This is an optimization exercise on Yosys and OpenROAD, whose aim is small area, a short achievable clock period and few clock cycles per item, not a production implementation.

==> flow/design.v (excerpt) <==
module cordic_rot_top (
    input logic clk,
    input logic rst_n,
    input logic in_valid,
    output logic in_ready,
    input logic signed [15:0] x_start,
    input logic signed [15:0] y_start,
    input logic signed [31:0] angle,
    output logic out_valid,
    input logic out_ready,
    output logic signed [15:0] cosine,
    output logic signed [15:0] sine
);
Size in the first run: ~7400 cells after synthesis, ~100 I/O pins, ~0.078 mm² of cells after synthesis.
clock: 8.5 ns
lec_check: 0
abc_clock_period_in_ps: 3000
cap_margin: 20
core_margin: 2
core_utilization: 40
setup_slack_margin: 5
slew_margin: 20
run.sh (not shown) runs the stock make flow with config.mk's settings and CLKGATE_MAP_FILE= SYNTH_SCRIPT=/design/flow/synth_recipe.tcl, a recipe that flattens the netlist after the stock synthesis.
Rerun with:
--- a/flow/design.v
+++ b/flow/design.v
@@ -75,28 +75,28 @@
     input  logic        ir,
     input  logic        ce,
     input  logic        in_valid,
     input  logic [15:0] x_start,
     input  logic [15:0] y_start,
     input  logic [31:0] angle,
     output logic        pv,
     output logic [31:0] res
 );
-    logic [15:0] v;
+    logic [16:0] v;
     always_ff @(posedge clk or negedge rst_n) begin
         if (!rst_n) v[0] <= 1'b0;
         else if (ir) v[0] <= in_valid;
     end
     always_ff @(posedge clk or negedge rst_n) begin
-        if (!rst_n) v[15:1] <= '0;
-        else if (ce) v[15:1] <= v[14:0];
+        if (!rst_n) v[16:1] <= '0;
+        else if (ce) v[16:1] <= v[15:0];
     end
-    assign pv = v[15];
+    assign pv = v[16];
     logic signed [17:0] x_1, y_1;
     cordic_preproc u_pre (.x_in(x_start), .y_in(y_start), .q(angle[31:30]), .x1(x_1), .y1(y_1));
     logic [29:0] z_1;
     assign z_1 = {~angle[29], angle[28:0]};
     logic d_0, d_1;
     assign d_0 = angle[31];
     assign d_1 = ~angle[29];
     logic signed [17:0] x_1_r;
     always_ff @(posedge clk) if (ir) x_1_r <= x_1;
@@ -414,35 +414,47 @@
     logic [30:0] c_e;
     assign c_e = 31'(x_16_r);
     logic [30:0] c_t [0:5];
     assign c_t[0] = c_e << 14;
     assign c_t[1] = c_e << 12;
     assign c_t[2] = (~c_e) << 9;
     assign c_t[3] = (~c_e) << 6;
     assign c_t[4] = (~c_e) << 3;
     assign c_t[5] = c_e << 1;
-    logic [30:0] c_p;
-    assign c_p = c_t[0] + c_t[1] + c_t[2] + c_t[3] + c_t[4] + c_t[5] + 31'd584;
+    logic [17:0] c_lo;
+    assign c_lo = 18'(c_t[0][14:0]) + 18'(c_t[1][14:0]) + 18'(c_t[2][14:0]) + 18'(c_t[3][14:0]) + 18'(c_t[4][14:0]) + 18'(c_t[5][14:0]) + 18'd584;
+    logic [15:0] c_ha, c_hb;
+    assign c_ha = c_t[0][30:15] + c_t[1][30:15] + c_t[2][30:15];
+    assign c_hb = c_t[3][30:15] + c_t[4][30:15] + c_t[5][30:15];
+    logic [2:0] c_cr;
+    logic [15:0] c_har, c_hbr;
+    always_ff @(posedge clk) if (ce) begin c_cr <= c_lo[17:15]; c_har <= c_ha; c_hbr <= c_hb; end
     logic [15:0] c_o;
-    assign c_o = c_p[30:15];
+    assign c_o = c_har + c_hbr + 16'(c_cr);
     logic [30:0] s_e;
     assign s_e = 31'(y_16_r);
     logic [30:0] s_t [0:5];
     assign s_t[0] = s_e << 14;
     assign s_t[1] = s_e << 12;
     assign s_t[2] = (~s_e) << 9;
     assign s_t[3] = (~s_e) << 6;
     assign s_t[4] = (~s_e) << 3;
     assign s_t[5] = s_e << 1;
-    logic [30:0] s_p;
-    assign s_p = s_t[0] + s_t[1] + s_t[2] + s_t[3] + s_t[4] + s_t[5] + 31'd584;
+    logic [17:0] s_lo;
+    assign s_lo = 18'(s_t[0][14:0]) + 18'(s_t[1][14:0]) + 18'(s_t[2][14:0]) + 18'(s_t[3][14:0]) + 18'(s_t[4][14:0]) + 18'(s_t[5][14:0]) + 18'd584;
+    logic [15:0] s_ha, s_hb;
+    assign s_ha = s_t[0][30:15] + s_t[1][30:15] + s_t[2][30:15];
+    assign s_hb = s_t[3][30:15] + s_t[4][30:15] + s_t[5][30:15];
+    logic [2:0] s_cr;
+    logic [15:0] s_har, s_hbr;
+    always_ff @(posedge clk) if (ce) begin s_cr <= s_lo[17:15]; s_har <= s_ha; s_hbr <= s_hb; end
     logic [15:0] s_o;
-    assign s_o = s_p[30:15];
+    assign s_o = s_har + s_hbr + 16'(s_cr);
     assign res = {c_o, s_o};
 endmodule
 module cordic_rot_top (
     input logic clk,
     input logic rst_n,
     input logic in_valid,
     output logic in_ready,
     input logic signed [15:0] x_start,
     input logic signed [15:0] y_start,
First-iteration DRC count goes up by 4.0%.
Count of clock-buffer cells in the layout goes up by 11.
Cell area goes up by 1.1%.
Utilization goes down by 0.60 points.
No run of this note included a check of the RTL's function; only the layout flow was run.

afterwards: timing with drivers on the ports:
No port has a modelled driver above. Below, the same layouts with a new extraction and two added sets of constraints.
Step 1 sets driving cells, clkbuf_16 on the clock port and buf_2 on the other inputs (assumed; they add their load-dependent delay and slew).
Step 2 moves the port delays by t, midway between the first and last clock arrival at a register: inputs arrive t later, outputs are due t later. That takes back most of the time a late clock gives input paths.
a / b / c = ideal / step 1 / step 2; a / b = the first two.
run	t, ns	setup WS [ns]	worst hold slack (ns)	worst register clock-pin slew, ns	cell pins on the clock port's net
the first run	0.819	4.022 / 4.022 / 3.486	0.411 / 0.411 / 0.411	0.07 / 0.07	1
the second run	0.857	3.955 / 4.011 / 3.155	0.428 / 0.428 / 0.428	0.06 / 0.06	1
After both steps setup and hold are still met in every run listed. For the second run, which loses most, drivers alone change the setup slack by +0.056 ns; drivers and shift together by -0.800 ns.
